Background: an optimization exercise with open tools, aiming at small area, a short achievable clock period and few clock cycles. Do not read the settings as production practice. Function was checked by simulation only, so behaviour that the tests miss may differ from the original. Power and IR drop assume default switching activity.

[design/flow/design.v]
`timescale 1ns/1ps
module register
	# (parameter width = 16)
	(input logic clk, reset, load_en,
		input logic [width-1:0] D,
		output logic [width-1:0] Q);
		always_ff @(posedge clk)
			if (reset) Q <= 0;
			else if (load_en) Q <= D;
endmodule
`timescale 1ns/1ps  
module reg_file
	#(parameter N=5, M=32)
	(clk, we, rdAddr0, rdAddr1, wrAddr, rdData0, rdData1, wrData);
	input logic clk, we;
	input logic[N-1:0] rdAddr0, rdAddr1, wrAddr;
	input logic[M-1:0] wrData;
	output logic [M-1:0] rdData0, rdData1;
	logic [M-1:0] mem[2**N-1:0];
	always @(posedge clk)
		if (we) mem[wrAddr] <= wrData;
	assign rdData0 = (rdAddr0 == 0) ? 0 : mem[rdAddr0];
	assign rdData1 = (rdAddr1 == 0) ? 0 : mem[rdAddr1];
endmodule
`timescale 1ns/1ps  
module alu
	#(parameter N = 32)
	(a, b, aluControl, shamt, aluResult, zero);
	input logic [N-1:0] a, b;
	input logic [3:0] aluControl;
	input logic [4:0] shamt;
	output logic [N-1:0] aluResult;
	output logic zero;
	assign zero = (aluResult == 0);
	always_comb
		case (aluControl)
			0: aluResult = a + b;
			1: aluResult = a - b;
			2: aluResult = a & b;
			3: aluResult = a | b;
			4: aluResult = ~(a | b);
			5: begin
			 if (a[N-1] && !b[N-1])
			     aluResult = 1;
			 else if (!a[N-1] && !b[N-1])
			     aluResult = a[N-2: 0] < b[N-2: 0];
			 else if (a[N-1] && b[N-1]) begin
			     aluResult = b[N-2:0] < a[N-2:0];
			 end else
			     aluResult = 0;
			end
			6: aluResult = b << shamt;
			7: aluResult = b >> shamt;
			8: aluResult = a && b;
			default: aluResult = a;
		endcase
endmodule
`timescale 1ns/1ps  
module alu_control (funct, aluop, alucontrol);
	input logic [5:0] funct;
	input logic [2:0] aluop;
	output logic [3:0] alucontrol;
	always_comb
		case (aluop)
			3'b000:	alucontrol = 4'b0000;
			3'b001:	alucontrol = 4'b0001;
			3'b010:	case(funct)
							6'b000000: alucontrol = 4'b0110;
							6'b000010: alucontrol = 4'b0111;
							6'b100000: alucontrol = 4'b0000;
							6'b100001: alucontrol = 4'b0000;
							6'b100010: alucontrol = 4'b0001;
							6'b100011: alucontrol = 4'b0001;
							6'b100100: alucontrol = 4'b0010;
							6'b100101: alucontrol = 4'b0011;
							6'b100111: alucontrol = 4'b0100;
							6'b101010: alucontrol = 4'b0101;
							6'b101011: alucontrol = 4'b0101;
							default: alucontrol = 4'b0000;
						endcase
			3'b011: 	alucontrol = 4'b1000;
			3'b100:	alucontrol = 4'b0000;
			3'b101:	alucontrol = 4'b0101;
			3'b110:	alucontrol = 4'b0010;
			3'b111:	alucontrol = 4'b0011;
		endcase
endmodule
`timescale 1ns/1ps  
module mips_control(clk, reset, op, memwrite, memread, alusrca, alusrcb, pcwrite, pcwriteCond, pcsource, memtoreg, regdst, iord, regwrite, irwrite, aluop);
	input logic clk, reset;
	input logic [5:0] op;
	output logic memwrite, memread, alusrca, pcwrite, pcwriteCond, memtoreg, regdst, iord, regwrite, irwrite;
	output logic [1:0] alusrcb, pcsource;
	output logic [2:0] aluop;
	typedef enum logic [3:0] {IF, ID, EXI, RCI, MAC, MAR, MAW, WB, EX, RC, BC, BNC, JC} statetype;
	statetype CS, NS;
	always_ff @(posedge clk)
	begin: state_ffs
		if (reset) CS <= IF;
		else CS <= NS;
	end  
	always_comb
	begin: state_table
		case (CS)
			IF: 	NS = ID;
			ID: 	casez (op)
						6'b000000: 	NS = EX;
						6'b1?????: 	NS = MAC;
						6'b000100: 	NS = BC;
						6'b000101:	NS = BNC;
						6'b00001?: 	NS = JC;
						6'b001???:	NS = EXI;
						default:		NS = IF;
					endcase
			MAC:	if (op[3]) NS = MAW;
					else NS = MAR;
			MAR:	NS = WB;
			MAW:	NS = IF;
			WB:	NS = IF;
			EX:	NS = RC;
			EXI:	NS = RCI;
			RC:	NS = IF;
			RCI:	NS = IF;
			BC:	NS = IF;
			BNC:	NS = IF;
			JC:	NS = IF;
		default: NS = IF;
		endcase
	end
	always_comb
	begin: aluop_table
		case (CS)
			IF:	aluop = 3'b000;
			ID:	aluop = 3'b000;
			MAC:	aluop = 3'b000;
			MAR:	aluop = 3'b000;
			MAW:	aluop = 3'b000;
			WB:	aluop = 3'b000;
			EX:	aluop = 3'b010;
			EXI:	case (op[2:0])
						3'b000:	aluop = 3'b100;
						3'b100:	aluop = 3'b110;
						3'b101:	aluop = 3'b111;
						3'b010:	aluop = 3'b101;
					default: aluop = 3'b000;
					endcase
			RC:	aluop = 3'b010;
			RCI:	case (op[2:0])
						3'b000:	aluop = 3'b100;
						3'b100:	aluop = 3'b110;
						3'b101:	aluop = 3'b111;
						3'b010:	aluop = 3'b101;
					default: aluop = 3'b000;
					endcase
			BC:	aluop = 3'b001;
			BNC:	aluop = 3'b011;
			JC:	aluop = 3'b000;
		default:	aluop = 3'b111;
		endcase
	end
	assign memwrite = 	(CS == MAW);
	assign memread = 		(CS == IF) || (CS == MAR) || (CS == WB);
	assign pcwrite = 		(CS == IF) || (CS == JC);
	assign pcwriteCond=	(CS == BC) || (CS == BNC);
	assign memtoreg = 	(CS == WB);
	assign regdst = 		(CS == RC);
	assign iord = 			(CS > MAC) && (CS < EX);
	assign regwrite =		(CS == RC) || (CS == RCI) || (CS == WB);
	assign irwrite = 		(CS == IF);
	assign alusrca =		(CS > ID) && (CS < JC);
	assign alusrcb = 		((CS > WB) && (CS < JC)) ? 2'b00 :
								((CS > ID) && (CS < EX)) ? 2'b10 :
								(CS == ID) ? 2'b11:
								2'b01;	
	assign pcsource =		(CS == JC) ? 2'b10 :
								((CS == BC) || (CS == BNC)) ? 2'b01 :
								2'b00;
endmodule
`timescale 1ns/1ps  
module mips_datapath (clk, reset, memdata, alusrca, alusrcb, pcwrite, pcwriteCond, pcsource, memtoreg, regdst, iord, regwrite, irwrite, alucontrol,
								addr, writedata, op, zero, funct);
	input logic clk, reset, alusrca, pcwrite, pcwriteCond, memtoreg, regdst, iord, regwrite, irwrite;
	input logic [1:0] alusrcb, pcsource;
	input logic [3:0] alucontrol;
	input logic [31:0] memdata;
	output logic zero;
	output logic [5:0] op, funct;
	output logic [31:0] addr, writedata;
	logic [31:0] pcIn, pcOut, instruct, memOut, aluInA, aluInB, aluOut, Ain, Aout, Bin, Bout, wrData, aluResult;
	logic [4:0] wrAddr, shamt;
	logic pc_enable, pcen;
	assign pcen = pcwriteCond & zero;
	assign pc_enable = pcwrite | pcen;
	register #(32) PC(clk, reset, pc_enable, pcIn, pcOut);
	register #(32) IR(clk, reset, irwrite, memdata, instruct); 
	register #(32) MDR(clk, reset, 1'b1, memdata, memOut);
	register #(32) A(clk, reset, 1'b1, Ain, Aout);
	register #(32) B(clk, reset, 1'b1, Bin, Bout);
	reg_file Registers(clk, regwrite, instruct[25:21], instruct[20:16], wrAddr, Ain, Bin, wrData);
	assign wrAddr = (regdst) ? instruct[15:11] : instruct[20:16];
	assign wrData = (memtoreg) ? memOut : aluOut;
	assign shamt = instruct[10:6];
	assign aluInA = (alusrca) ? Aout : pcOut;
	assign aluInB = (alusrcb == 2'b00) ? Bout : 
							(alusrcb == 2'b10) ? {16'h0000,instruct[15:0]} :
							(alusrcb == 2'b11) ? {16'h0000,instruct[15:0]} : 32'd1;
	alu m_alu (aluInA, aluInB, alucontrol, shamt, aluResult, zero);
	register #(32) aluOutReg(clk, reset, 1'b1, aluResult, aluOut);
	assign pcIn = (pcsource == 2'b00) ? aluResult :
						(pcsource == 2'b01) ? aluOut :
						(pcsource == 2'b10) ? {6'd0,instruct[25:0]}: 32'd0;
	assign op = instruct[31:26];
	assign funct = instruct[5:0];
	assign addr = (iord) ? aluOut : pcOut;
	assign writedata = Bout;
endmodule
`timescale 1ns/1ps
module mips_processor (clk, reset, memdata, addr, memread, memwrite, writedata);
	input logic clk, reset;
	input logic [31:0] memdata;
	output logic memread, memwrite;
	output logic [31:0] addr, writedata;
	logic alusrca, pcwrite, pcwriteCond, memtoreg, regdst, iord, regwrite, irwrite, zero;
	logic [1:0] alusrcb, pcsource;
	logic [2:0] aluop;
	logic [3:0] alucontrol;
	logic [5:0] op, funct;
	mips_control control(clk, reset, op, memwrite, memread, alusrca, alusrcb, pcwrite, pcwriteCond, pcsource, memtoreg, regdst, iord, regwrite, irwrite, aluop);
	alu_control a_control(funct, aluop, alucontrol);
	mips_datapath datapath(clk, reset, memdata, alusrca, alusrcb, pcwrite, pcwriteCond, pcsource, memtoreg, regdst, iord, regwrite, irwrite, alucontrol,
								addr, writedata, op, zero, funct);
endmodule
[design/flow/run.sh]
#!/bin/bash
# synth_recipe.tcl (not shown) runs the flow's synth.tcl, then flattens the netlist and writes it again
# the make line also repeats each setting of config.mk as NAME=value (left out here)
make -C /OpenROAD-flow-scripts/flow DESIGN_CONFIG=/design/flow/config.mk WORK_HOME=/design/flow/orfs CLKGATE_MAP_FILE= SYNTH_SCRIPT=/design/flow/synth_recipe.tcl finish
[design/flow/config.mk]
export PLATFORM = sky130hd
export DESIGN_NAME = mips_processor
export DESIGN_NICKNAME = mips_processor
export VERILOG_FILES = /design/flow/design.v
export SDC_FILE = /design/flow/constraint.sdc
export NUM_CORES = 4
export LEC_CHECK = 0
export CAP_MARGIN = 20
export CORE_MARGIN = 2
export CORE_UTILIZATION = 40
export SLEW_MARGIN = 20
[design/flow/constraint.sdc]
create_clock -name core_clock -period 12.0 [get_ports {clk}]
set_input_delay 2.4000 -clock core_clock [delete_from_list [all_inputs] [get_ports {clk}]]
set_output_delay 2.4000 -clock core_clock [all_outputs]
set_load 0.01 [all_outputs]
==> results.txt <==
* Final max-slew violation count at 0
* R2R Setup Slk at 3790 ps
* Avg Inst Size Synth at 13.9 um^2
* DP Wirelength at 176,000 um
* Routed vias at 47,255
* Yosys cell types at 91
* Switching power at 7350 uW
* Max incr delay on CP at 960 ps
* Clock root cell: clkbuf_16
* CP cell instances: or3b_2 -> o21a_1 -> inv_1 -> nand3_1 -> nor4_1 -> and2_1 -> nand3_1 -> o31ai_1 -> xnor2_1 -> ha_1 -> nand4_1 -> inv_1 -> nand2_1 -> a2111oi_0 -> nor2_1 -> o211ai_1 -> nor3_1 -> nor4_1 -> nand3_1 -> o41a_2 -> buf_4 -> mux2_4
* Hold crit path type: flip-flop to flip-flop
* Die Ht at 409 um
* Fin crit share at 68.4%
* Drt via density at 6.72
* Fmax at 122 MHz
* CP max FO at 36
* Final setup viols at 0
* IO Pins at 100
* Pint at 10,300 uW
* Die ar. at 167,000 um^2
* Register area share after synthesis at 52.8%
* Area Growth Syn to Fin at 12.8%
* Ys async rst share at 0%
* Final ANT Viol Nets at 0
* Post-synth top area cell: edfxtp_1
* Post-cts resize count at 0
* H-tree levels at 4
* Leak at 0.0240 uW
* Final hold violation count at 0
* Wirelength, routed at 269,000 um
* DP Worst Slack at 3960 ps
* Worst hold path depth at 2
* Initial Util at 40.3%
* Critical path class: flip-flop to flip-flop
* DR DRC count at 0
* Antenna violations before repair at 10
* Final Util at 45.5%
* Setup TNS at 0 ps
* Yosys warning total at 5
* Cell Area, Synth at 65,600 um^2
* Hold Buf Count CTS at 0
* Num rows at 148
* Slew headroom at 19.0%
* Final worst setup slack at 3790 ps
* First-pass GRT wire length at 370,000 um
* Vias in the first global route at 45,848
* Post-synth EDFFs at 1,024
* Worst Setup Start Kind: flip-flop
* Drt wl/cell at 38.3 um
* Placer Congestion at 1.04
* Slowest CP cell: a2111oi_0
* TritonCTS buffer count at 136
* GRT overflow at 0
* Setup bufs post-CTS at 0
* Die Wd at 409 um
* Top FF cell, synth: edfxtp_1
* Core area at 163,000 um^2
* Largest net degree at the start of global routing at 93
* Ratio of cells with drive above 1 in the final layout at 22.7%
* RSZ-0062 raised after global routing: false
* # clock sinks at 1,220
* Req. time, crit path at 12,680 ps
* Maxcap violations at 0
* CTS tree: built
* Share of the synthesized area in the top cell type at 46.9%
* Drt pass-1 iters at 6
* Clock-pin slew of the registers on the worst-case setup and hold paths at 60 ps
* Fin nets at 4,896
* Port Buffer Count at 99
* Clk buf depth at 3
* Status: no timing/DRC/antenna violations
* Clk_skew at 34.4 ps
* Seq pwr share at 31.5%
* Mapped Cells at 4,736
* R2R Path Start: control.CS[3]
* Tot GR Track Use at 31.7%
* Hold EP: datapath.IR.Q[31]
* Combinational Power Share at 44.5%
* Most used cell, CP: nand3_1
* Crit path capture type: flip-flop
* Initial drt markers at 6,422
* Worst vdd ir at 180 uV
* Net Sw Frac at 41.5%
* Minimum clock period at 8210 ps
* Pwr/cell area at 239 nW/um^2
* Hold Crit Start: datapath.IR.Q[31]
* R2R depth at 22
* R2r endpoint: datapath.PC.Q[27]
* Synth top area cells: edfxtp_1 47%, mux4_2 16%, dfxtp_1 6.0%
* Worst Tran Pin Value at 1210 ps
* Clk pwr share at 24.0%
* Worst skew pair latency at 800 ps
* Arrival time worst endpoint at 8900 ps
* Filler cell count at 14,442
* Post-synth net total at 4,896
* Synth Register Bits at 1,220
* Power Total at 17,700 uW
==> final cells by class <==
class / instances / area (um^2) / area share, %
clock inverters: 53 / 636 / 0.858
well taps: 2175 / 2720 / 3.68
inverters: 94 / 353 / 0.477
repair buffers: 258 / 2260 / 3.05
diodes: 9 / 22.5 / 0.0304
clock buffers: 198 / 3880 / 5.24
multi-input cells: 3026 / 29400 / 39.8
flip-flops and latches: 1220 / 34700 / 46.9
==> power by group through the flow <==
stage          logic, uW  clock network (uW)  registers, uW
2_1_floorplan       4900                   0           5260
3_3_place_gp        7690                   0           5640
3_5_place_dp        7660                   0           5640
4_1_cts             7690                4300           5550
5_1_grt             8220                4460           5570
6_report            7870                4250           5570
==> metal layers <==
| layer | vias up | track usage, % | wire length [um] |
|---|---|---|---|
| li1 | 19189 | - | - |
| met3 | 615 | 6.96 | 25800 |
| met5 | - | 0 | 25 |
| met2 | 2813 | 49.6 | 124000 |
| met4 | 4 | 15.2 | 14700 |
| met1 | 24634 | 41.7 | 105000 |
==> per-stage QoR <==
step	cells	instance area [um^2]	hold slack, ps
2_1_floorplan	4736	65600	446
3_3_place_gp	6773	69500	460
3_5_place_dp	6773	69500	464
4_1_cts	7024	74000	475
5_1_grt	7024	74000	494
6_report	7033	74000	477
==> worst max path at each step <==
stage	start	end	slack [ps]	depth (start not counted)
floorplan	datapath.IR.Q[3]	datapath.PC.Q[12]	5690	24
global placement	control.CS[3]	datapath.PC.Q[29]	4070	22
detailed placement	control.CS[3]	datapath.PC.Q[24]	3960	20
CTS	control.CS[3]	datapath.PC.Q[12]	3930	20
global route	control.CS[3]	datapath.PC.Q[29]	3310	22
finish	control.CS[3]	datapath.PC.Q[27]	3790	22
==> cell families (layout without fill, tap and decap cells) <==
group,Yosys count,count (layout),synth area share [%]
AOI/OAI and AO/OA,961,961,10.4
other,0,9,0
muxes,947,947,23.7
xor gates and xnor gates,43,43,0.574
buffers and inverters,490,603,2.89
DFF,1220,1220,52.8
and+or+nand+nor,949,949,7.12
adders and majority gates,126,126,2.41
==> state kept, by name, indices dropped and copies added (netlist names) <==
register / flops
datapath.Registers.mem: 1024
datapath.PC.Q: 32
datapath.B.Q: 32
datapath.IR.Q: 32
control.CS: 4
datapath.A.Q: 32
datapath.aluOutReg.Q: 32
datapath.MDR.Q: 32
==> Yosys cell counts (81+ instances only) <==
cell      count
a21oi_1     185
buf_1        96
clkbuf_1    266
dfxtp_1     196
edfxtp_1   1024
ha_1        125
inv_1        88
mux2_2      164
mux2i_1     309
mux4_2      468
nand2_1     247
nor2_1      270
o211ai_1     83
o21ai_0     108
o22ai_1      81
==> layout by cell type (no fill, tap or decap), types with 34 or more instances in the layout <==
master / instances
nor2b_1: 66
nor3_1: 71
buf_4: 154
mux2i_1: 309
o21ai_0: 107
o22ai_1: 81
inv_1: 88
xnor2_1: 34
a211oi_1: 73
clkbuf_16: 141
mux2_2: 164
nand2_1: 245
nand2b_1: 45
dfxtp_1: 180
o221ai_1: 50
nand3_1: 39
ha_1: 125
mux4_2: 468
edfxtp_1: 1024
nor2_1: 237
clkdlybuf4s50_1: 98
a21oi_1: 184
clkbuf_1: 43
o211ai_1: 83
a221oi_1: 69
a211o_1: 40
==> critical path: cells and delay by family (launching register included) <==
family / cells / cell delay, ps
buf+inv: 3 / 850
compound gates: 5 / 2520
mux: 1 / 330
simple gates: 11 / 3060
flops: 1 / 750
fa+ha+maj: 1 / 460
xor+xnor: 1 / 110
Testbench counts, summed over its fixed seeds: cycles 90,529.

what the ideal ports hide:
The flow's constraints put no driver on any port. The routed layout listed below was extracted and timed again, unchanged, in two steps.
Step 1, drivers: a clkbuf_16 drives clk and a buf_2 each remaining input, both assumed.
Step 2 also shifts input and output timing later by t, the mid clock arrival at the registers, as if the neighbouring blocks saw the same clock.
Slacks: ideal ports / drivers / drivers and shift; pairs: ideal ports / drivers.
t (ns): 0.872
slack for setup (ns): 3.787 / 3.787 / 3.787
hold WS [ns]: 0.477 / 0.477 / 0.477
clock arrival spread, ns: 0.046 / 0.046
After both steps this run still meets setup and hold. For this run, drivers alone change the setup slack by 0.000 ns; drivers and shift together by 0.000 ns.
